Source: an optimization exercise on an open RTL-to-GDS flow (aim: small area). Production flows keep margins and buffers that such runs may drop.
The RTL was checked by simulation tests, not by an equivalence proof against the original design.
Power is estimated from default activity; no workload was simulated.

--- design/flow/constraint.sdc ---
create_clock -name core_clock -period 10.0 [get_ports {clock}]
set_input_delay 2.0000 -clock core_clock [delete_from_list [all_inputs] [get_ports {clock}]]
set_output_delay 2.0000 -clock core_clock [all_outputs]
set_load 0.01 [all_outputs]
--- design/flow/config.mk ---
export PLATFORM = sky130hd
export DESIGN_NAME = uart_tx
export DESIGN_NICKNAME = uart_tx
export VERILOG_FILES = /design/flow/design.v
export SDC_FILE = /design/flow/constraint.sdc
export NUM_CORES = 4
export LEC_CHECK = 0
export CAP_MARGIN = 20
export CORE_MARGIN = 2
export CORE_UTILIZATION = 40
export SLEW_MARGIN = 20
--- design/flow/run.sh ---
#!/bin/bash
# synth_recipe.tcl (not shown) runs the flow's synth.tcl, then flattens the netlist and writes it again
# the make line also repeats each setting of config.mk as NAME=value (left out here)
make -C /OpenROAD-flow-scripts/flow DESIGN_CONFIG=/design/flow/config.mk WORK_HOME=/design/flow/orfs CLKGATE_MAP_FILE= SYNTH_SCRIPT=/design/flow/synth_recipe.tcl finish
--- design/flow/design.v ---
module uart(
    input clk, reset, txStart, result,
    input [2:0] imageID,
    input [3:0] acc_1, acc_2, acc_3,
    input [3:0] bb1_1, bb1_2, bb1_3, bb1_4, bb1_5, bb1_6,
    input [3:0] bb2_1, bb2_2, bb2_3, bb2_4, bb2_5, bb2_6,
    output reg txOut, txDone
);
parameter cpb = 868;
parameter   idle = 2'b00, start = 2'b01,
            send = 2'b10, stop = 2'b11;
parameter   c0 = 8'b00110000, c1 = 8'b00110001, 
            c2 = 8'b00110010, c3 = 8'b00110011,
            c4 = 8'b00110100, c5 = 8'b00110101,
            c6 = 8'b00110110, c7 = 8'b00110111,
            c8 = 8'b00111000, c9 = 8'b00111001,
            cHash = 8'b00100011, cDash = 8'b00101101,
            cDot = 8'b00101110, cLine = 8'b00001010;
reg [9:0] counter;
reg [7:0] msg;
reg [4:0] dataIndex, imgid, tresult;
reg [3:0] track;
reg [2:0] bitIndex;
reg [1:0] state;
function [7:0] asciiChooser(input [3:0] number); begin
    case(number)
        0: asciiChooser = c0;
        1: asciiChooser = c1;
        2: asciiChooser = c2;
        3: asciiChooser = c3;
        4: asciiChooser = c4;
        5: asciiChooser = c5;
        6: asciiChooser = c6;
        7: asciiChooser = c7;
        8: asciiChooser = c8;
        9: asciiChooser = c9;
        default: asciiChooser = c0;
    endcase
end
endfunction
always @(posedge clk) begin
    if(reset) begin
        counter = 0; msg = 0; dataIndex = 0; imgid = 0; txDone = 0;
        track = 0; state = 0; bitIndex = 0; tresult = 0; txOut = 0;
    end
    else if(txStart && !txDone) begin
        counter = counter + 1'b1;
        case(state)
            idle: begin
                counter = counter + 1'b1;
                if (counter < cpb) txOut = 1;
                else begin
                    counter = 0; state = start;
                end
                tresult = result; imgid = imageID;
            end
            start: begin
                if(counter < cpb) txOut = 0;
                else if(counter > cpb-1) begin
                    counter = 0; state = send;
                end
            end
            send: begin
                case(dataIndex)
                    0:  msg = cHash;
                    1:  msg = asciiChooser(imageID);  
                    2:  msg = cDash;
                    3:  msg = asciiChooser(result);  
                    4:  msg = cDash;
                    5:  msg = asciiChooser(acc_1);  
                    6:  msg = asciiChooser(acc_2);
                    7:  msg = cDot;
                    8:  msg = asciiChooser(acc_3);
                    9:  msg = cDash;
                    10: msg = asciiChooser(bb1_1);  
                    11: msg = asciiChooser(bb1_2);
                    12: msg = asciiChooser(bb1_3);
                    13: msg = cDash;
                    14: msg = asciiChooser(bb1_4);  
                    15: msg = asciiChooser(bb1_5);
                    16: msg = asciiChooser(bb1_6);
                    17: msg = cDash;
                    18: msg = asciiChooser(bb2_1);  
                    19: msg = asciiChooser(bb2_2);
                    20: msg = asciiChooser(bb2_3);
                    21: msg = cDash;
                    22: msg = asciiChooser(bb2_4);  
                    23: msg = asciiChooser(bb2_5);
                    24: msg = asciiChooser(bb2_6);
                    25: msg = cHash;
                    26: msg = cLine;
                    default: msg = cHash;
                endcase
                if(counter < cpb) txOut = msg[bitIndex];
                else if(bitIndex < 8) begin
                    counter = 0;
                    if(bitIndex != 7) bitIndex = bitIndex + 1'b1;
                    else begin
                        counter = 0; bitIndex = 0; state = stop;
                        dataIndex = dataIndex + 1'b1;
                    end
                    if(dataIndex == 27) begin
                        dataIndex = 0; txDone = 1;
                    end
                end
            end
            stop: begin
                if(counter < cpb) txOut = 1;
                else begin
                    counter = 0; state = idle;
                end
            end
        endcase
    end
end
endmodule
module uart_tx(
    input clock, reset, result, compute,
    input [2:0] imgID,
    input [9:0] accuracy,
    input [8:0] bbx1, bby1, bbx2, bby2,
    output tx, txComplete
);
parameter init = 2'b00, choose = 2'b01, convert = 2'b10, done = 2'b11;
reg [9:0] no;
reg [3:0] acc1, acc2, acc3, trackVar, mod;
reg [3:0] bb11, bb12, bb13, bb14, bb15, bb16;
reg [3:0] bb21, bb22, bb23, bb24, bb25, bb26;
reg [2:0] counter, track;
reg [1:0] state;
reg txTransmit;
always @(posedge clock) begin
    if(reset) begin state = init; txTransmit <= 0; end
    else if(compute) begin
        case(state)
            init: begin
                no = 15; acc1 <= 0; acc2 <= 0; acc3 <= 0; trackVar = 0; mod = 0;
                bb11 <= 0; bb12 <= 0; bb13 <= 0; bb14 <= 0; bb15 <= 0; bb16 <= 0;
                bb21 <= 0; bb22 <= 0; bb23 <= 0; bb24 <= 0; bb25 <= 0; bb26 <= 0;
                counter = 0; state = choose; track = 0; txTransmit <= 0;
            end
            choose: begin
                case(track)
                    0: no = accuracy;
                    1: no = bbx1;
                    2: no = bby1;
                    3: no = bbx2;
                    4: no = bby2;
                    default: state = done;
                endcase
                if(track <= 4) state = convert;
                else state = done;
            end
            convert: begin
                if(counter != 3) begin
                    mod = no%10; no = no/10; counter = counter + 1'b1;
                    case(trackVar)
                        0:  acc1 <= mod;
                        1:  acc2 <= mod;
                        2:  acc3 <= mod;
                        3:  bb11 <= mod; 
                        4:  bb12 <= mod;
                        5:  bb13 <= mod;
                        6:  bb14 <= mod;
                        7:  bb15 <= mod;
                        8:  bb16 <= mod;
                        9:  bb21 <= mod;
                        10: bb22 <= mod;
                        11: bb23 <= mod;
                        12: bb24 <= mod;
                        13: bb25 <= mod;
                        14: bb26 <= mod;
                        default: state = done;
                    endcase
                    trackVar = trackVar + 1'b1;
                end
                else begin
                    counter = 0; track = track + 1'b1; state = choose;
                end
            end
            done: begin
                txTransmit <= 1;
            end
        endcase
    end
end
wire txOut, txDone;
uart uart_inst(
    clock, reset, txTransmit,
    result, imgID, acc3, acc2, acc1,
    bb13, bb12, bb11, bb16, bb15, bb14,
    bb23, bb22, bb21, bb26, bb25, bb24,
    txOut, txDone
);
assign tx = txOut;
assign txComplete = txDone;
endmodule
==> flow_results.org, run 1 <==
** Outcome
- Outcome :: complete, no violations

** Power
- Net switching fraction of the power :: 29.3%
- Power consumption :: 1.71 mW
- In this run, the combinational gates consume 17.0% of the power.
- Of the total power, the clock network draws 38.3%.
- Worst vdd rail ir drop :: around 0.1 mV
- Leakage :: approximately 4.0 nW
- Sequential cell fraction of total power :: 44.6%
- Internal power :: 1.21 mW
- For this design the ratio of total power to cell area is 153 nW/um2.
- Net switching power of the design :: between 500 and 600 uW

** Synth
- The mapped netlist covers 9860 um2.
- Net Count, Synth :: between 1000 and 1500
- The most used flip-flop cell after synthesis is sky130_fd_sc_hd__dfxtp_1.
- Synthesis handed over a netlist of 1086 instances.
- Count of synthesis-stage warnings from yosys :: 2
- In the synthesized netlist the async set-or-reset flop fraction comes to 0%.
- Yosys mapped a number of flops with a built-in enable equal to 80.
- Number of synthesized register bits :: 165
- Avg Cell Area, Syn :: 9.08 um2
- Library cell occupying the most area in the post-synthesis netlist :: sky130_fd_sc_hd__edfxtp_1
- For this run, the register share of the synthesized area comes to around two fifths.
- Top cell type's share of synthesized area :: 24.4%
- In this run, distinct cell masters in the synthesized netlist total 95.
- Largest cells by area after synthesis :: sky130_fd_sc_hd__edfxtp_1 (24%), sky130_fd_sc_hd__dfxtp_1 (17%), sky130_fd_sc_hd__ha_1 (4.1%)

** Critical path
- CP endpoint kind :: register
- Worst reg2reg path depth :: 19
- By startpoint and endpoint, the worst setup path is classified as register to register.
- Arrival time of data at the critical path endpoint :: 6.91 ns
- R2r setup slk :: about 3.1 ns
- In this run the critical register-to-register path is captured at bb26[3]$_DFFE_PP_.
- STA classifies the critical path startpoint as a register.
- Of all nets on the critical path, the largest fanout is 16.
- FF-to-FF Start :: no[7]$_DFFE_PP_
- Req. time, crit path :: 10.05 ns

** Layout
- The number of antenna diodes in the final layout is 0.
- From synthesis to final layout, the design area changed by 13.5%.
- For this run, the post-layout net count is 1181.
- Leaving out filler cells and counting taps, the final layout contains 1433.
- For this run, the share of the core covered by cells in the final layout is 46.1%.
- Share of cells above drive strength 1 :: ~7.8%
- After routing the design area is 11200 um2.

** Timing
- Setup violations remaining at the end of the flow were counted as 0.
- Tightest Pin Transition :: 1.07 ns
- The number of slew-limit violations in the final report came to 0.
- RSZ-0062 raised after global routing :: false
- Shortest period the worst path allows :: 6.86 ns
- Final worst-path cycle share :: 68.6%
- The total count of hold-check failures in the final report was 0.
- In the post-route analysis, the smallest setup slack over all paths is 3.14 ns.
- Worst slew margin relative to its limit :: 28.4%
- Total Neg Setup Slack :: 0 ns
- Timing would allow up to 0.146 GHz.
- Final hold analysis gives a worst-case slack of 0.517 ns.
- Worst-case clock skew :: 0.0144 ns

** Floorplan
- Die outline width :: about 160 um
- The die covers approximately 26000 um2.
- Initial cell density of the core :: about two fifths
- The initialized floorplan defines 57 standard-cell rows.
- Total core area :: 24200 um2
- Num ports :: 55
- Chip Height :: 161 um

** Job
- Max-capacitance violation count :: 0

** Route
- Once detail routing completed, the nets flagged for antenna violations numbered 0.
- For this block, the initial DRC count from the detailed router was 627.
- Number of vias after detailed routing :: 8244
- Mean number of vias per cell :: 5.75
- Sum of routed wire length over all layers :: 25.3 mm
- Dividing the detail-routed wire length by the instance count gives 17.6 um.
- Drc violations :: 0
- Count of TritonRoute iterations in the first routing pass :: 5

** Clock network
- In this run the clock root is driven by a sky130_fd_sc_hd__clkbuf_16.
- Worst-skew pair later-pin latency :: 0.44 ns
- The H-tree was split into 4 levels.
- The clock passes through at most 2 buffers.
- Worst-path clk slew :: 0.07 ns
- Number of setup buffers added after CTS :: 0
- TritonCTS built the clock tree.
- Gates resized, CTS repair :: 0
- Counting every sink on the clock net gives 165.
- Total clock buffers created by CTS :: 17
- CTS Hold Buffers Added :: 0

** Place
- Detailed-placement wirelength estimate :: 17.5 mm
- Buffers placed on the I/O ports in this run total 54.
- GP Congestion :: just over 0.9
- Count of placed standard cells including taps :: 1401
- Timing analysis after detailed placement gives a worst setup slack of 3.23 ns.
- Placed Instance Area :: 10600 um2

** Worst hold path
- Worst Hold Depth :: 2
- The worst hold path belongs to the class register to register.
- Startpoint of the tightest hold check path :: uart_inst.txOut$_SDFFE_PP0P_
- The path with the worst hold slack has its endpoint at uart_inst.txOut$_SDFFE_PP0P_.

** Global routing
- The first global-routing pass estimated 40.4 mm of wire.
- The via count of the first global-routing pass came to around 7700.
- Entering global routing, the biggest net connects 42 pins.
- The number of antenna violations at the first check in global routing is 0.
- Total grt overflow :: 0
- Global routing used 19.5% of the available tracks across all layers.
-- worst max-delay path by stage --
stage | start | endpoint | cells after the start
after floorplan | no[8]$_DFFE_PP_ | acc1[2]$_DFFE_PP_ | 19
after CTS | no[7]$_DFFE_PP_ | bb15[3]$_DFFE_PP_ | 19
after detailed placement | no[7]$_DFFE_PP_ | bb15[3]$_DFFE_PP_ | 19
final | no[7]$_DFFE_PP_ | bb26[3]$_DFFE_PP_ | 19
after global routing | no[7]$_DFFE_PP_ | bb13[3]$_DFFE_PP_ | 19
after global placement | no[7]$_DFFE_PP_ | bb24[3]$_DFFE_PP_ | 19
-- Yosys cell counts (all sizes together) (4+ instances only) --
cell / instances
mux2i: 12
dfxtp: 85
a21oi: 41
nand4: 7
nand3b: 34
clkbuf: 64
nand3: 45
nor3: 22
and2: 9
a211o: 5
ha: 32
or2: 4
xnor2: 14
nor3b: 7
a221oi: 10
inv: 48
nand2b: 14
edfxtp: 80
a31oi: 29
and3: 10
a22o: 5
nor2b: 14
a22oi: 12
a21boi: 4
o211ai: 27
mux2: 6
buf: 11
nand2: 93
nor4: 8
a32oi: 11
a21o: 18
o32a: 5
nor2: 88
o21ai: 72
a2bb2oi: 4
a2111oi: 6
xor2: 13
a211oi: 16
o31ai: 48
-- logic make-up (layout without fill, tap and decap cells) --
group	after synthesis	in the layout	share of synthesized area, %
compound gates	349	349	25.7
mux	18	18	2.03
buf+inv	124	147	4.92
flops	165	165	41.6
simple gates	370	370	19.1
fa+ha+maj	33	33	4.18
xor+xnor	27	27	2.47
-- power groups by stage --
stage               Combinational (mW)  Sequential, mW  Clock (mW)
floorplan                        0.208           0.766           0
global placement                 0.288           0.778           0
detailed placement               0.290           0.778           0
CTS                              0.291           0.763       0.667
global route                     0.323           0.767       0.694
finish                           0.292           0.763       0.656
-- placed cells by master, fill, tap and decap left out, types with 6 or more instances in the layout --
cell,instances
sky130_fd_sc_hd__nand2_1,93
sky130_fd_sc_hd__nor2_1,86
sky130_fd_sc_hd__dfxtp_1,85
sky130_fd_sc_hd__edfxtp_1,80
sky130_fd_sc_hd__o21ai_0,71
sky130_fd_sc_hd__clkdlybuf4s50_1,54
sky130_fd_sc_hd__inv_1,48
sky130_fd_sc_hd__nand3_1,44
sky130_fd_sc_hd__a21oi_1,41
sky130_fd_sc_hd__o31ai_1,38
sky130_fd_sc_hd__nand3b_1,34
sky130_fd_sc_hd__ha_1,32
sky130_fd_sc_hd__a31oi_1,29
sky130_fd_sc_hd__o211ai_1,26
sky130_fd_sc_hd__nor3_1,22
sky130_fd_sc_hd__a21o_1,18
sky130_fd_sc_hd__clkbuf_16,17
sky130_fd_sc_hd__nor2b_1,14
sky130_fd_sc_hd__nand2b_1,13
sky130_fd_sc_hd__xor2_1,13
sky130_fd_sc_hd__xnor2_1,13
sky130_fd_sc_hd__a22oi_1,12
sky130_fd_sc_hd__buf_4,12
sky130_fd_sc_hd__a32oi_1,11
sky130_fd_sc_hd__a211oi_1,11
sky130_fd_sc_hd__mux2i_1,11
sky130_fd_sc_hd__and3_1,10
sky130_fd_sc_hd__o31ai_2,10
sky130_fd_sc_hd__a221oi_1,9
sky130_fd_sc_hd__and2_1,8
sky130_fd_sc_hd__nor4_1,7
sky130_fd_sc_hd__nand4_1,7
sky130_fd_sc_hd__mux2_2,6
sky130_fd_sc_hd__nor3b_1,6
-- per-layer routing --
metal | GRT usage (%) | part of all wire, %
met3 | 3.34 | 4.4
met1 | 26.6 | 48
met2 | 32.1 | 46
met5 | 0 | 0
met4 | 5.19 | 1.3
-- cell type report --
cell class,instances,area [um2]
fillers,2346,13100
multi-input cells,797,5280
flip-flops and latches,165,4100
repair buffers,66,631
clock buffers,18,429
well taps,324,405
inverters,49,184
clock inverters,14,159
-- worst max-delay path: stages (launching register included) --
cell                        delay [ns]
sky130_fd_sc_hd__edfxtp_1         0.58
sky130_fd_sc_hd__nor2_2           0.30
sky130_fd_sc_hd__inv_1            0.13
sky130_fd_sc_hd__ha_1             0.43
sky130_fd_sc_hd__and2b_4          0.26
sky130_fd_sc_hd__a2111oi_2        0.37
sky130_fd_sc_hd__o22ai_1          0.23
sky130_fd_sc_hd__a31oi_1          0.30
sky130_fd_sc_hd__o31ai_2          0.16
sky130_fd_sc_hd__o41ai_1          0.67
sky130_fd_sc_hd__xnor2_1          0.19
sky130_fd_sc_hd__o32ai_1          0.12
sky130_fd_sc_hd__o21bai_2         0.26
sky130_fd_sc_hd__or3_1            0.49
sky130_fd_sc_hd__xnor2_1          0.28
sky130_fd_sc_hd__inv_1            0.10
sky130_fd_sc_hd__ha_1             0.20
sky130_fd_sc_hd__a21oi_1          0.21
sky130_fd_sc_hd__a2111o_1         0.66
sky130_fd_sc_hd__inv_1            0.53
==> inputs of run 2 (changes only) <==
==> design/flow/design.v (replaced) <==
module uart_tx(
    input clock, reset, result, compute,
    input [2:0] imgID,
    input [9:0] accuracy,
    input [8:0] bbx1, bby1, bbx2, bby2,
    output tx, txComplete
);
reg go, done, txo;
reg [4:0] cc;       
reg [3:0] sl;       
reg [9:0] bc;       
reg [9:0] n;        
reg [3:0] d;        
reg [8:0] w1, w2, w3, w4;
wire term = bc[9] & bc[8] & bc[6] & bc[5] & bc[1] & bc[0];    
wire isH = (cc == 5) | (cc == 10) | (cc == 14) | (cc == 18) | (cc == 22);
wire isT = (cc == 6) | (cc == 11) | (cc == 15) | (cc == 19) | (cc == 23);
wire isO = (cc == 8) | (cc == 12) | (cc == 16) | (cc == 20) | (cc == 24);
wire [9:0] cst = isH ? 10'd100 : isT ? 10'd10 : 10'd1;
wire [10:0] diff = {1'b0, n} - {1'b0, cst};
wire ge = ~diff[10];
reg [7:0] msg;
always @* begin
    case (cc)
        0, 25:  msg = 8'h23;
        1:      msg = {5'b00110, imgID};
        3:      msg = {7'b0011000, result};
        7:      msg = 8'h2e;
        26:     msg = 8'h0a;
        2, 4, 9, 13, 17, 21: msg = 8'h2d;
        default: msg = {4'b0011, d};
    endcase
end
reg bitval;
always @* begin
    case (sl)
        0, 10:  bitval = 1'b1;
        1:      bitval = 1'b0;
        default: bitval = msg[sl[2:0] - 3'd2];
    endcase
end
reg [8:0] wsel;
always @* begin
    case (cc[3:2])
        2'b10: wsel = w1;
        2'b11: wsel = w2;
        2'b00: wsel = w3;
        default: wsel = w4;
    endcase
end
always @(posedge clock) begin
    if (reset) begin
        go <= 1'b0; done <= 1'b0; txo <= 1'b0;
        cc <= 5'd0; sl <= 4'd0; bc <= 10'd434;
    end else if (!go) begin
        if (compute) begin
            cc <= cc + 5'd1;
            if (cc == 5'd1)  n  <= accuracy;
            if (cc == 5'd6)  w1 <= bbx1;
            if (cc == 5'd11) w2 <= bby1;
            if (cc == 5'd16) w3 <= bbx2;
            if (cc == 5'd21) w4 <= bby2;
            if (cc == 5'd27) begin go <= 1'b1; cc <= 5'd0; end
        end
    end else if (!done) begin
        if (term) begin
            if (sl == 4'd10) begin
                sl <= 4'd0; cc <= cc + 5'd1; bc <= 10'd434;
            end else begin
                sl <= sl + 4'd1; bc <= 10'd0;
            end
            if (sl == 4'd9 && cc == 5'd26) done <= 1'b1;
        end else begin
            bc <= bc + 10'd1;
            txo <= bitval;
        end
        if (sl == 4'd10) begin
            d <= 4'd0;
            if (isO) n <= {1'b0, wsel};
        end else if (sl == 4'd0 && (isH | isT | isO) && ge) begin
            n <= diff[9:0];
            d <= (d == 4'd9) ? 4'd0 : d + 4'd1;
        end
    end
end
assign tx = txo;
assign txComplete = done;
endmodule
==> design/flow/flow/run.sh (new file) <==
#!/bin/bash
# Standard layout, but with the smallest buffer on the ports.
export BUFFER_PORTS_ARGS="-buffer_cell sky130_fd_sc_hd__buf_1"
bash standard.sh > standard.log 2>&1
==> design/flow/standard.sh (new file) <==
#!/bin/bash
# synth_recipe.tcl (not shown) runs the flow's synth.tcl, then flattens the netlist and writes it again
# the make line also repeats each setting of config.mk as NAME=value (left out here)
make -C /OpenROAD-flow-scripts/flow DESIGN_CONFIG=/design/flow/config.mk WORK_HOME=/design/flow/orfs CLKGATE_MAP_FILE= SYNTH_SCRIPT=/design/flow/synth_recipe.tcl "${@:-finish}"
--- a/design/flow/config.mk
+++ b/design/flow/config.mk
@@ -7,5 +7,5 @@
 export LEC_CHECK = 0
 export CAP_MARGIN = 20
 export CORE_MARGIN = 2
-export CORE_UTILIZATION = 40
+export CORE_UTILIZATION = 70
 export SLEW_MARGIN = 20
removed: design/flow/run.sh
==> flow_results.org, run 2 <==
** Route
- Mean number of vias per cell :: 6.59 (+15%)
- Count of TritonRoute iterations in the first routing pass :: 6 (+1)
- The count of unresolved DRC violations after routing was 0 (unchanged).
- The post-detailed-route count of antenna-violating nets came to 0 (unchanged).
- Detailed-route wire length per cell :: 18.5 um (+5.2%)
- Initial DRC count :: 335 (-47%)
- Sum of routed wire length over all layers :: 9.35 mm (-63%)
- The total vias in the final route is 3320 (-60%).

** Global routing
- Vias in the first global route :: 3010 (-61%)
- The met1 routing resource usage after global routing is 41.9% (+15 points).
- After global routing, the most crowded layer is met2.
- Maximum number of pins on one net before global-route repair :: 28 (-33%)
- The global-route met2 utilization was 50.7% (+19 points).
- The global-route met3 utilization was 6.14% (+2.8 points).
- Number of antenna violations at the first check in global routing :: 0 (unchanged)
- Wire length of the first global-routing pass :: 14.8 mm (-63%)
- Overall Global Routing Usage :: 31.4% (+12 points)
- The total global routing overflow was 0 (unchanged).

** Timing
- The highest clock frequency the design can meet was 0.212 GHz (+45%).
- The total negative setup slack is 0 ns (unchanged).
- Final hold violation count :: 0 (unchanged)
- The setup violation total in the final timing report is 0 (unchanged).
- RSZ-0062 raised after global routing :: false
- Worst-case clock skew :: 0.0110 ns (-0.00340 ns)
- The remaining max-slew budget at the tightest pin is 31.3% (+2.9 points).
- The number of slew-limit violations in the final report is 0 (unchanged).
- Tightest Pin Transition :: 1.03 ns (-0.0454 ns)
- Shortest period the worst path allows :: 4.72 ns (-2.14 ns)
- Final worst-path cycle share :: 47.2% (-21 points)

** Synth
- The synthesized cell area was 3960 um2 (-60%).
- The proportion of synthesized chip area in sequential cells is 49.1% (+7.4 points).
- The count of state elements after synthesis came to 72 (-56%).
- Share of flip-flops with an asynchronous set or reset after synthesis :: 0% (unchanged)
- Largest cells by area after synthesis :: sky130_fd_sc_hd__edfxtp_1 (38%), sky130_fd_sc_hd__dfxtp_1 (11%), sky130_fd_sc_hd__mux4_2 (5.1%)
- The share of the synthesized area in the top cell type came to 37.9% (+14 points).
- Most common flop cell mapped by yosys :: sky130_fd_sc_hd__edfxtp_1
- Net Count, Synth :: 448 (-62%)
- Of all cell types, the one taking the most synthesized area is sky130_fd_sc_hd__edfxtp_1.
- Number of flops mapped to enable cells by yosys :: 50 (-38%)
- The total of warnings raised by yosys is 1 (-1).
- Number of instances in the synthesized netlist :: 379 (-65%)
- Number of distinct standard cells referenced by the synthesized netlist :: 61 (-36%)
- Commonest cells in the synthesized netlist :: sky130_fd_sc_hd__edfxtp_1 (50), sky130_fd_sc_hd__nor2_1 (42), sky130_fd_sc_hd__a21oi_1 (31)
- Avg Cell Area, Syn :: 10.4 um2 (+15%)
- Most frequent cell after synthesis :: sky130_fd_sc_hd__edfxtp_1

** Critical path
- Critical path class :: register to register
- The maximum cell stage delay along the critical path was 0.96 ns (+0.29 ns).
- Grouping stages by cell kind, the critical path spends the most delay in compound AO/OA/AOI/OAI gates.
- STA classifies the critical path endpoint as a register.
- RR Endpoint :: n[8]$_DFFE_PP_
- R2r setup slk :: 5.28 ns (+2.14 ns)
- Start point of the critical path :: cc[2]$_SDFFE_PP0P_
- Req. time, crit path :: 10.05 ns (about the same)
- The maximum fanout along the worst path came to 27 (+11).
- In this run the critical register-to-register path is launched from cc[2]$_SDFFE_PP0P_.
- The largest individual stage delay along the critical path comes from the cell sky130_fd_sc_hd__dfxtp_1.
- Worst reg2reg path depth :: 13 (-6)
- Crit path buf inv count :: 2 (-1)
- The worst setup path is launched from a register.
- The arrival time of the worst setup path was 4.77 ns (-2.14 ns).
- The signal on the critical path passes through nand3b_1 -> a21oi_1 -> a311oi_1 -> nand2b_1 -> inv_1 -> fa_1 -> nor2b_1 -> o2111a_1 -> o41ai_1 -> a2111oi_0 -> o21ai_0 -> a221oi_1 -> buf_4.

** Worst hold path
- Worst-case hold path end point :: bc[2]$_SDFFE_PP0P_
- Worst Hold Depth :: 2 (unchanged)
- Worst min-delay path category :: register to register
- Startpoint of the tightest hold check path :: bc[2]$_SDFFE_PP0P_

** Layout
- Multi-input logic area :: 1920 um2 (-64%)
- The library cell used most frequently in the layout, excluding fill and tap cells, is sky130_fd_sc_hd__buf_1.
- Final design area excluding fillers :: 4410 um2 (-61%)
- Fill cells :: 342 (-85%)
- The count of nets after finishing came to 496 (-58%).
- In the layout the commonest cells are sky130_fd_sc_hd__buf_1 (53), sky130_fd_sc_hd__edfxtp_1 (50), sky130_fd_sc_hd__nor2_1 (42).
- Largest registers :: bc (10), n (10)
- The antenna cell count came to 0 (unchanged).
- Register area :: 1940 um2 (-53%)
- Share of cells above drive strength 1 :: 9.49% (+1.7 points)
- Layout overhead on the synthesized area :: 11.3%
- The filler-free cell count of the finished design is 504 (-65%).

** Power
- Leakage :: 1.51 nW (-62%)
- The maximum VDD drop is 0.138 mV (+38%).
- The power density of the placed cells came to 133 nW/um2 (-13%).

** Clock network
- Number of setup buffers added after CTS :: 0 (unchanged)
- The hold buffer count at cts is 0 (unchanged).
- Root Buffer Master :: sky130_fd_sc_hd__clkbuf_8
- The TritonCTS buffer count was 9 (-8).
- Worst-path clk slew :: 0.08 ns (about the same)
- Number of H-tree levels :: 3 (-1)
- Gates resized, CTS repair :: 0 (unchanged)
- Number of sinks driven by the clock tree :: 72 (-56%)
- TritonCTS clock tree :: done
- The maximum buffer depth of the clock tree is 2 (unchanged).
- The clock latency on the worst-skew pair is 0.35 ns (-0.09 ns).

** Floorplan
- The die height was 79.2 um (-51%).
- The core region area came to 5470 um2 (-77%).
- The die outline width was 79.2 um (-51%).
- The die footprint came to 6270 um2 (-76%).
- The starting utilization of the core area came to 72.3% (+32 points).
- Num ports :: 55 (unchanged)
- Number of placement rows :: 27 (-53%)

** Place
- The final weighted congestion in routability-driven placement is 0.904 (-0.46%).
- Detailed-placement wirelength estimate :: 6.49 mm (-63%)
- The placed standard-cell area came to 4190 um2 (-60%).
- The number of cells in the design after placement is 488 (-65%).
- The count of port buffers added during placement is 54 (unchanged).

** Outcome
- The flow ran to the end and the layout has no timing, DRC or antenna violations.

** Job
- The number of max-cap violations is 0 (unchanged).
-- run 2: worst register-to-register path: stages, from the launching register on --
cell,delay [ns]
sky130_fd_sc_hd__dfxtp_1,0.96
sky130_fd_sc_hd__nand3b_1,0.35
sky130_fd_sc_hd__a21oi_1,0.12
sky130_fd_sc_hd__a311oi_1,0.46
sky130_fd_sc_hd__nand2b_1,0.22
sky130_fd_sc_hd__inv_1,0.07
sky130_fd_sc_hd__fa_1,0.41
sky130_fd_sc_hd__nor2b_1,0.21
sky130_fd_sc_hd__o2111a_1,0.24
sky130_fd_sc_hd__o41ai_1,0.10
sky130_fd_sc_hd__a2111oi_0,0.58
sky130_fd_sc_hd__o21ai_0,0.17
sky130_fd_sc_hd__a221oi_1,0.27
sky130_fd_sc_hd__buf_4,0.25
-- run 2: metrics by stage --
stage	hold slack [ns]	worst slack, ns	power, mW	utilization [%]
2_1_floorplan	0.458	5.56	0.366	-
5_1_grt	0.526	5.00	0.604	80.5
6_report	0.498	5.28	0.586	80.5
4_1_cts	0.497	5.45	0.583	79.8
3_5_place_dp	0.484	5.44	0.383	76.6
3_3_place_gp	0.477	5.71	0.381	76.6
-- run 2: cell type report --
class	count	area share, %
multi-input combinational	272	43.5
clock buffer	13	3.61
clock inverter	3	0.369
inverter	15	1.28
tap	72	2.04
sequential	72	44.1
timing repair buffer	57	5.14
-- run 2: where the power goes --
| part | total, mW | switching (mW) | internal (mW) |
|---|---|---|---|
| registers | 0.324 | 0.00366 | 0.321 |
| logic | 0.0548 | 0.0319 | 0.0230 |
| clock network | 0.206 | 0.103 | 0.103 |
| total | 0.586 | 0.139 | 0.447 |
-- run 2: worst max-delay path by stage --
stage	end	slack [ns]	cells after the start
6_report	n[8]$_DFFE_PP_	5.28	13
5_1_grt	n[8]$_DFFE_PP_	5.00	13
4_1_cts	n[7]$_DFFE_PP_	5.45	13
3_5_place_dp	n[1]$_DFFE_PP_	5.44	13
3_3_place_gp	n[2]$_DFFE_PP_	5.71	13
2_1_floorplan	n[0]$_DFFE_PP_	5.56	15
-- run 2: routing by layer --
metal	vias up	wire length, um
li1	1535	-
met1	1563	3700
met2	189	4590
met3	33	795
met4	0	263
met5	-	0
-- run 2: logic make-up (layout without fill, tap and decap cells) --
| family | after synthesis | after routing | share of synthesized area [%] |
|---|---|---|---|
| adder cells (fa/ha/maj) | 16 | 16 | 5.25 |
| flip-flops | 72 | 72 | 49.1 |
| AO/OA/AOI/OAI | 93 | 93 | 15.7 |
| AND/OR/NAND/NOR | 143 | 143 | 18.2 |
| multiplexers | 12 | 12 | 5.94 |
| buffers and inverters | 35 | 88 | 4.05 |
| XOR/XNOR | 8 | 8 | 1.77 |
==> inputs of run 3 (changes only) <==
==> design/flow/run.sh (new file) <==
#!/bin/bash
# synth_recipe.tcl (not shown) runs the flow's synth.tcl, then flattens the netlist and writes it again
# the make line also repeats each setting of config.mk as NAME=value (left out here)
make -C /OpenROAD-flow-scripts/flow DESIGN_CONFIG=/design/flow/config.mk WORK_HOME=/design/flow/orfs CLKGATE_MAP_FILE= SYNTH_SCRIPT=/design/flow/synth_recipe.tcl finish
--- a/design/flow/config.mk
+++ b/design/flow/config.mk
@@ -7,5 +7,5 @@
 export LEC_CHECK = 0
 export CAP_MARGIN = 20
 export CORE_MARGIN = 2
-export CORE_UTILIZATION = 70
+export CORE_UTILIZATION = 40
 export SLEW_MARGIN = 20
removed: design/flow/flow/run.sh
removed: design/flow/standard.sh
==> flow_results.org, run 3 <==
** Timing
- The final cycle utilization of the critical path is 46.9% (-0.30 points).
- RSZ-0062 raised after global routing :: false
- Max-slew violations :: 0 (unchanged)
- The setup violation total in the final timing report came to 0 (unchanged).
- The minimum clock period after layout is 4.69 ns (-0.0299 ns).
- Max Fclk :: 0.213 GHz (+0.64%)
- Total Neg Setup Slack :: 0 ns (unchanged)
- Final hold violation count :: 0 (unchanged)
- The smallest setup slack after layout came to 5.31 ns (+0.0299 ns).
- The worst-margin pin slew came to 0.976 ns (-0.0532 ns).
- The final-layout worst hold slack came to 0.501 ns (+0.00343 ns).
- Worst slew margin relative to its limit :: 34.9% (+3.6 points)
- The worst clock skew on the final layout was 0.0159 ns (+0.00495 ns).

** Synth
- Number of synthesized register bits :: 72 (unchanged)
- Avg Cell Area, Syn :: 10.4 um2 (unchanged)
- Number of flops mapped to enable cells by yosys :: 50 (unchanged)
- Summed over all instances, the cell type with the most area after synthesis is sky130_fd_sc_hd__edfxtp_1.
- The share of flip-flops with an asynchronous set or reset came to 0% (unchanged).
- Most frequent cell after synthesis :: sky130_fd_sc_hd__edfxtp_1
- Top cell type's share of synthesized area :: 37.9% (unchanged)
- Synthesized cell area :: 3960 um2 (unchanged)
- The synthesized instance count is 379 (unchanged).
- Number of distinct standard cells referenced by the synthesized netlist :: 61 (unchanged)
- Net Count, Synth :: 448 (unchanged)
- The total of warnings raised by yosys is 1 (unchanged).
- The proportion of synthesized chip area in sequential cells came to 49.1% (unchanged).
- In the post-synthesis netlist, the biggest area contributors are sky130_fd_sc_hd__edfxtp_1 (38%), sky130_fd_sc_hd__dfxtp_1 (11%), sky130_fd_sc_hd__mux4_2 (5.1%).
- Commonest cells in the synthesized netlist :: sky130_fd_sc_hd__edfxtp_1 (50), sky130_fd_sc_hd__nor2_1 (42), sky130_fd_sc_hd__a21oi_1 (31)
- Most common flop cell mapped by yosys :: sky130_fd_sc_hd__edfxtp_1

** Clock network
- In this run the clock root is driven by a sky130_fd_sc_hd__clkbuf_8.
- The clock-pin slew reported for the worst setup and hold paths after clock tree synthesis was 0.09 ns (about the same).
- TritonCTS built the clock tree.
- Clk buf depth :: 2 (unchanged)
- Worst-skew pair later-pin latency :: 0.37 ns (+0.02 ns)
- Gates resized, CTS repair :: 0 (unchanged)
- The number of H-tree levels came to 3 (unchanged).
- Total clock buffers created by CTS :: 9 (unchanged)
- The post-CTS setup buffer count came to 0 (unchanged).
- Number of sinks driven by the clock tree :: 72 (unchanged)
- The hold buffer count at cts was 0 (unchanged).

** Route
- Final antenna-violating net count :: 0 (unchanged)
- After detailed routing, no signal wire sits above met4.
- Sum of routed wire length over all layers :: 9.53 mm (+1.9%)
- The number of detailed-route iterations in the first pass came to 5 (-1).
- The via count normalized by instance count came to 5.53 (-16%).
- Detail Route met3 WL :: 546 um (-31%)
- The count of unresolved DRC violations after routing is 0 (unchanged).
- Detailed-route wire length per cell :: 16.9 um (-9.1%)
- Routed length on met1 :: 4.37 mm (+18%)
- The DRC marker count from the first detailed-route iteration is 192 (-43%).
- DR WL met2 :: 4.47 mm (-2.6%)
- The total vias in the final route is 3127 (-5.8%).

** Floorplan
- The core region area was 9680 um2 (+77%).
- Initial cell density of the core :: 40.9% (-31 points)
- Die outline area :: 10700 um2 (+71%)
- Die outline width :: 103 um (+31%)
- Num ports :: 55 (unchanged)
- The number of rows created at floorplan is 36 (+33%).
- The die height is 103 um (+31%).

** Power
- The leakage power of the design came to 1.66 nW (+9.8%).
- Sequential cell fraction of total power :: 52.0% (-3.4 points)
- The switching power total is 169 uW (+22%).
- The share of total power consumed by net switching is 27.1% (+3.4 points).
- The clock network power share was 37.0% (+1.8 points).
- Cell Pwr Density :: 129 nW/um2 (-3.0%)
- Worst vdd rail ir drop :: 0.0700 mV (-49%)
- Comb pwr share :: 10.9% (+1.5 points)
- Internal power :: 454 uW (+1.5%)
- The power after layout is 623 uW (+6.3%).

** Place
- Detailed-placement wirelength estimate :: 6.78 mm (+4.5%)
- Worst-case setup slack after placement :: 5.39 ns (-0.0590 ns)
- GP Congestion :: 0.885 (-2.1%)
- Port Buffers :: 54 (unchanged)

** Global routing
- Wire length of the first global-routing pass :: 15.6 mm (+5.6%)
- Number of antenna violations at the first check in global routing :: 0 (unchanged)
- The overall routing resource usage was 19.5% (-12 points).
- The maximum number of pins on one net before global-route repair is 28 (unchanged).
- The total global routing overflow came to 0 (unchanged).
- The via count of the first global-routing pass came to 3011 (+0.033%).

** Outcome
- The run finished with no timing, DRC or antenna violations.

** Critical path
- Critical path class :: register to register
- The arrival time of the worst setup path was 4.76 ns (about the same).
- In this design, the largest share of critical-path delay is due to compound AO/OA/AOI/OAI gates.
- Crit path buf inv count :: 2 (unchanged)
- On the critical path, the stage with the largest delay is an instance of sky130_fd_sc_hd__dfxtp_1.
- STA classifies the critical path endpoint as a register.
- STA classifies the critical path startpoint as a register.
- Req. time, crit path :: 10.07 ns (+0.02 ns)
- Walking the worst path, the cells encountered are nand3b_1 -> a21oi_1 -> a311oi_1 -> nand2b_1 -> inv_1 -> fa_1 -> nor2b_1 -> o2111a_1 -> o41ai_1 -> a2111oi_0 -> o21ai_0 -> a221oi_1 -> buf_4.
- The maximum cell stage delay along the critical path came to 0.97 ns (about the same).
- The maximum fanout along the worst path was 27 (unchanged).

** Layout
- Count of nets after finishing :: 496 (unchanged)
- Layout overhead on the synthesized area :: 22.1%
- Share of cells above drive strength 1 :: 9.95% (+0.46 points)
- Register area :: 1940 um2 (about the same)
- The number of fill cells was 873 (+160%).
- # diodes :: 0 (unchanged)
- Largest registers :: bc (10), n (10)
- The total area of multi-input combinational cells is 1910 um2 (-0.46%).
- Commonest cells after routing, fill and taps aside :: sky130_fd_sc_hd__clkdlybuf4s50_1 (54), sky130_fd_sc_hd__edfxtp_1 (50), sky130_fd_sc_hd__nor2_1 (42)
- The library cell used most frequently in the layout, excluding fill and tap cells, is sky130_fd_sc_hd__clkdlybuf4s50_1.

** Worst hold path
- The min-delay analysis places its worst path in the category register to register.

** Job
- Max-capacitance violation count :: 0 (unchanged)
run 3: final timing paths:
| check | end | cells past startpoint | start | slack [ns] |
|---|---|---|---|---|
| setup / recovery | n[6]$_DFFE_PP_ | 13 | cc[2]$_SDFFE_PP0P_ | 5.31 |
| hold / removal | bc[4]$_SDFFE_PP1P_ | 2 | bc[4]$_SDFFE_PP1P_ | 0.50 |
| setup reg to reg | n[6]$_DFFE_PP_ | 13 | cc[2]$_SDFFE_PP0P_ | 5.31 |
| hold reg to reg | bc[4]$_SDFFE_PP1P_ | 2 | bc[4]$_SDFFE_PP1P_ | 0.50 |
run 3: metal layers:
layer	global-route usage, %	up-vias
met5	0	-
met4	5.57	0
met3	4.91	14
met2	31.6	82
met1	26.1	1493
li1	-	1538
run 3: per-stage QoR:
step / area (um2) / std cells / util, %
final: 4830 / 565 / 49.9
after global routing: 4830 / 565 / 49.9
after CTS: 4800 / 564 / 49.5
after detailed placement: 4600 / 548 / 47.5
after global placement: 4600 / 548 / 47.5
after floorplan: 3960 / 379 / -
run 3: worst register-to-register path: stages (launching register included):
cell and delay (ns):
sky130_fd_sc_hd__dfxtp_1 0.97, sky130_fd_sc_hd__nand3b_1 0.33, sky130_fd_sc_hd__a21oi_1 0.12, sky130_fd_sc_hd__a311oi_1 0.43, sky130_fd_sc_hd__nand2b_1 0.22, sky130_fd_sc_hd__inv_1 0.07
sky130_fd_sc_hd__fa_1 0.41, sky130_fd_sc_hd__nor2b_1 0.21, sky130_fd_sc_hd__o2111a_1 0.24, sky130_fd_sc_hd__o41ai_1 0.09, sky130_fd_sc_hd__a2111oi_0 0.59, sky130_fd_sc_hd__o21ai_0 0.19
sky130_fd_sc_hd__a221oi_1 0.28, sky130_fd_sc_hd__buf_4 0.26
run 3: cells by family (layout without fill, tap and decap cells):
family,Yosys count,in the layout,synth area share [%]
DFF,72,72,49.1
buffers and inverters,35,88,4.05
adders and majority gates,16,16,5.25
and+or+nand+nor,143,143,18.2
xor gates and xnor gates,8,8,1.77
AOI/OAI and AO/OA,93,93,15.7
muxes,12,12,5.94
run 3: cell type report:
cell class                      count  area share, %
Clock buffer                        9           2.56
Tap cell                          133           3.44
Inverter                           15           1.17
Timing Repair Buffer               57           11.7
Clock inverter                      7           1.48
Multi-Input combinational cell    272           39.5
Sequential cell                    72           40.2
run 3: power by group through the flow:
stage	clock network (mW)	registers (mW)	logic, mW
final	0.231	0.324	0.0680
after global placement	0	0.331	0.0654
after global routing	0.250	0.325	0.0749
after detailed placement	0	0.331	0.0661
after floorplan	0	0.329	0.0368
after CTS	0.236	0.324	0.0666
==> inputs of run 4 (changes only) <==
==> design/flow/flow/run.sh (new file) <==
#!/bin/bash
# Standard layout with the smallest port buffers and a lighter clock tree.
export BUFFER_PORTS_ARGS="-buffer_cell sky130_fd_sc_hd__buf_1"
export CTS_ARGS="-sink_clustering_enable -repair_clock_nets -sink_clustering_size 30 -sink_clustering_max_diameter 100 -buf_list sky130_fd_sc_hd__clkbuf_4 -dont_use_dummy_load"
bash standard.sh > standard.log 2>&1
==> design/flow/standard.sh (new file) <==
#!/bin/bash
# synth_recipe.tcl (not shown) runs the flow's synth.tcl, then flattens the netlist and writes it again
# the make line also repeats each setting of config.mk as NAME=value (left out here)
make -C /OpenROAD-flow-scripts/flow DESIGN_CONFIG=/design/flow/config.mk WORK_HOME=/design/flow/orfs CLKGATE_MAP_FILE= SYNTH_SCRIPT=/design/flow/synth_recipe.tcl "${@:-finish}"
--- a/design/flow/config.mk
+++ b/design/flow/config.mk
@@ -5,7 +5,8 @@
 export SDC_FILE = /design/flow/constraint.sdc
 export NUM_CORES = 4
 export LEC_CHECK = 0
+export ABC_AREA = 1
 export CAP_MARGIN = 20
 export CORE_MARGIN = 2
-export CORE_UTILIZATION = 40
+export CORE_UTILIZATION = 85
 export SLEW_MARGIN = 20
removed: design/flow/run.sh
==> flow_results.org, run 4 <==
** Outcome
- The run finished with no timing, DRC or antenna violations.

** Critical path
- The maximum fanout along the worst path came to 10 (-63%).
- STA classifies the critical path endpoint as a register.
- Critical path class :: register to register
- STA classifies the critical path startpoint as a register.
- The endpoint identified for the worst register-to-register timing path is n[7]$_DFFE_PP_.
- FF-to-FF Start :: cc[0]$_SDFFE_PP0P_
- The arrival time of the worst setup path came to 3.82 ns (-0.94 ns).
- Worst reg2reg path depth :: 16 (+3)
- The setup slack of the most critical reg-to-reg path was 6.23 ns (+0.92 ns).
- Req. time, crit path :: 10.05 ns (-0.02 ns)

** Layout
- Count of nets after finishing :: 599 (+21%)
- Multi-input logic area :: 1810 um2 (-5.3%)
- Relative to the synthesized area, the layout overhead comes to 6.98%.
- Register area :: 1940 um2 (about the same)
- The number of fill cells was 156 (-82%).
- Most common cell after layout, fill and taps aside :: sky130_fd_sc_hd__nand2_1
- Share of cells above drive strength 1 :: 8.90% (-1.1 points)
- The largest registers in the layout are bc (10), n (10).
- Commonest cells after routing, fill and taps aside :: sky130_fd_sc_hd__nand2_1 (99), sky130_fd_sc_hd__buf_1 (54), sky130_fd_sc_hd__inv_1 (52)
- # diodes :: 0 (unchanged)

** Worst hold path
- Startpoint of the tightest hold check path :: bc[0]$_SDFFE_PP0P_
- For hold timing, the worst endpoint is bc[0]$_SDFFE_PP0P_.
- In this run the worst hold path is classified as register to register.
- The worst hold path stage count was 2 (unchanged).

** Clock network
- The clock latency on the worst-skew pair was 0.43 ns (+0.06 ns).
- The number of H-tree levels was 3 (unchanged).
- The clock-pin slew reported for the worst setup and hold paths after clock tree synthesis was 0.09 ns (about the same).
- The hold buffer count at cts was 0 (unchanged).
- TritonCTS built the clock tree.
- The maximum buffer depth of the clock tree is 2 (unchanged).
- Number of setup buffers added after CTS :: 0 (unchanged)
- Number of sinks driven by the clock tree :: 72 (unchanged)
- Root Buffer Master :: sky130_fd_sc_hd__clkbuf_4
- The post-cts sizing count was 0 (unchanged).
- The TritonCTS buffer count is 9 (unchanged).

** Floorplan
- The starting utilization of the core area is 86.9% (+46 points).
- The core region area is 4660 um2 (-52%).
- Num ports :: 55 (unchanged)
- Die outline width :: 73.0 um (-29%)
- Chip Height :: 73.0 um (-29%)
- The die footprint is 5330 um2 (-50%).
- Number of placement rows :: 25 (-31%)

** Timing
- Final hold violation count :: 0 (unchanged)
- Max Fclk :: 0.265 GHz (+24%)
- The total negative setup slack came to 0 ns (unchanged).
- Worst-case clock skew :: 0.0339 ns (+0.0179 ns)
- Shortest period the worst path allows :: 3.77 ns (-0.917 ns)
- The remaining max-slew budget at the tightest pin came to 41.7% (+6.9 points).
- Max-slew violations :: 0 (unchanged)
- RSZ-0062 raised after global routing :: false
- The worst-margin pin slew was 0.867 ns (-0.109 ns).
- Final worst-path cycle share :: 37.7% (-9.2 points)
- Final setup violation count :: 0 (unchanged)

** Global routing
- The total global routing overflow came to 0 (unchanged).
- The overall routing resource usage is 44.8% (+25 points).
- The maximum number of pins on one net before global-route repair is 20 (-29%).
- Wire length of the first global-routing pass :: 17.6 mm (+13%)
- The number of antenna violations at the first check in global routing is 0 (unchanged).
- The via count of the first global-routing pass came to 3779 (+26%).

** Synth
- The count of state elements after synthesis came to 72 (unchanged).
- Largest cells by area after synthesis :: sky130_fd_sc_hd__edfxtp_1 (37%), sky130_fd_sc_hd__dfxtp_1 (11%), sky130_fd_sc_hd__nand2_1 (9.2%)
- Most common flop cell mapped by yosys :: sky130_fd_sc_hd__edfxtp_1
- The synthesized cell area came to 4050 um2 (+2.3%).
- The synthesized instance count came to 475 (+25%).
- In the post-synthesis netlist, the cell with the most instances is sky130_fd_sc_hd__nand2_1.
- The mean instance size in the synthesized netlist was 8.52 um2 (-18%).
- The proportion of synthesized chip area in sequential cells is 48.0% (-1.1 points).
- Number of distinct standard cells referenced by the synthesized netlist :: 39 (-36%)
- The share of the synthesized area in the top cell type is 37.1% (-0.86 points).
- Library cell occupying the most area in the post-synthesis netlist :: sky130_fd_sc_hd__edfxtp_1
- Number of flops mapped to enable cells by yosys :: 50 (unchanged)
- The share of flip-flops with an asynchronous set or reset is 0% (unchanged).
- Count of synthesis-stage warnings from yosys :: 1 (unchanged)
- After synthesis, the most frequently instantiated cells are sky130_fd_sc_hd__nand2_1 (99), sky130_fd_sc_hd__inv_1 (52), sky130_fd_sc_hd__edfxtp_1 (50).
- Net Count, Synth :: 544 (+21%)

** Route
- The mean routed wirelength per cell is 19.6 um (+16%).
- Mean number of vias per cell :: 6.90 (+25%)
- Drc violations :: 0 (unchanged)
- Initial DRC count :: 682 (+260%)
- The number of detailed-route iterations in the first pass was 7 (+2).
- The post-detailed-route count of antenna-violating nets is 0 (unchanged).
- The total vias in the final route was 4018 (+28%).
- The routed wire length was 11.4 mm (+20%).

** Power
- The leakage power of the design was 1.65 nW (-0.34%).
- The maximum VDD drop came to 0.105 mV (+51%).
- Power consumption :: 512 uW (-18%)
- The power density of the placed cells was 118 nW/um2 (-8.2%).

** Place
- The count of port buffers added during placement came to 54 (unchanged).
- The HPWL after detailed placement came to 7.85 mm (+16%).
- GP Congestion :: 0.946 (+7.0%)

** Job
- The number of max-cap violations came to 0 (unchanged).
[run 4: critical path: stages, from the launching register on]
cell                      delay [ns]
sky130_fd_sc_hd__dfxtp_1        0.35
sky130_fd_sc_hd__ha_1           0.25
sky130_fd_sc_hd__inv_1          0.19
sky130_fd_sc_hd__nor2_1         0.08
sky130_fd_sc_hd__ha_1           0.19
sky130_fd_sc_hd__nor4_2         0.48
sky130_fd_sc_hd__nor2_1         0.14
sky130_fd_sc_hd__inv_1          0.13
sky130_fd_sc_hd__ha_1           0.17
sky130_fd_sc_hd__inv_1          0.07
sky130_fd_sc_hd__nor3_1         0.23
sky130_fd_sc_hd__nand3_1        0.10
sky130_fd_sc_hd__nand4_1        0.12
sky130_fd_sc_hd__nand3_1        0.10
sky130_fd_sc_hd__nand2_1        0.09
sky130_fd_sc_hd__nand3_1        0.06
sky130_fd_sc_hd__nor2_1         0.64
[run 4: logic make-up after synthesis]
family / after synthesis / share of synthesized area (%)
AOI/OAI and AO/OA: 71 / 10.1
and+or+nand+nor: 236 / 27.6
buffers and inverters: 73 / 7.73
adders and majority gates: 16 / 5.13
xor gates and xnor gates: 7 / 1.51
DFF: 72 / 48.0
[run 4: through the flow]
step | setup WS, ns | utilization (%) | instances | hold WS (ns) | instance area [um2]
after floorplan | 6.21 | - | 475 | 0.456 | 4050
after global placement | 6.14 | 91.4 | 573 | 0.474 | 4260
after detailed placement | 5.99 | 91.4 | 573 | 0.505 | 4260
after CTS | 6.32 | 92.8 | 582 | 0.517 | 4330
after global routing | 6.00 | 92.9 | 582 | 0.531 | 4330
final | 6.23 | 92.9 | 582 | 0.527 | 4330
[run 4: routing by layer]
metal	track usage [%]	vias up	wire length, um
met2	72.7	421	5260
met5	0	-	0
li1	-	1714	-
met1	50.3	1754	3890
met3	12.0	129	1320
met4	33.5	0	941
[run 4: cell type report]
class / count / share of cell area [%]
Sequential cell: 72 / 44.8
Multi-Input combinational cell: 330 / 41.7
Inverter: 62 / 5.52
Timing Repair Buffer: 55 / 4.85
Clock buffer: 9 / 1.56
Tap cell: 54 / 1.56
[run 4: how the worst max path moves through the flow]
stage                             from               to  slack, ns  depth (start not counted)
finish              cc[0]$_SDFFE_PP0P_   n[7]$_DFFE_PP_       6.23                         16
global route        cc[2]$_SDFFE_PP0P_   n[8]$_DFFE_PP_       6.00                         16
CTS                 cc[0]$_SDFFE_PP0P_   n[7]$_DFFE_PP_       6.32                         16
detailed placement               reset  w2[2]$_DFFE_PP_       5.99                          4
global placement                 reset  w2[1]$_DFFE_PP_       6.14                          4
floorplan                        reset  w4[0]$_DFFE_PP_       6.21                          4
[run 4: report_power, final]
group	internal (mW)	switching, mW
logic	0.0194	0.0371
clock network	0.0418	0.0915
registers	0.320	0.00247
total	0.381	0.131

## separate check: timing with driven ports
How much do the figures lean on ideal ports? The routed layouts below were timed once more, with nothing changed but the port constraints. Step 1 (the two cells are an assumption about what drives the block):
set clk [get_ports {clock}]
set_driving_cell -lib_cell sky130_fd_sc_hd__clkbuf_16 $clk
set_driving_cell -lib_cell sky130_fd_sc_hd__buf_2 [delete_from_list [all_inputs] $clk]
Step 2 adds t to the input delays and takes it off the output delays; t is the mean of the earliest and latest rising clock arrival at the registers after step 1. Input paths then give back, and output paths get back, about the clock's delay inside the block. Slacks: no drivers / after step 1 / after step 2; pairs: no drivers / after step 1.
| run | t, ns | setup WS [ns] | pins driven straight from the clock port |
|---|---|---|---|
| run 1 | 0.477 | 3.144 / 3.144 / 3.144 | 1 |
| run 2 | 0.376 | 5.285 / 5.285 / 5.285 | 1 |
| run 3 | 0.392 | 5.315 / 5.315 / 5.315 | 1 |
| run 4 | 0.444 | 6.232 / 6.232 / 6.224 | 1 |
After both steps every run listed still meets setup and hold. The setup slack of run 4, which loses most, moves by 0.000 ns with the drivers and by -0.008 ns with both steps.
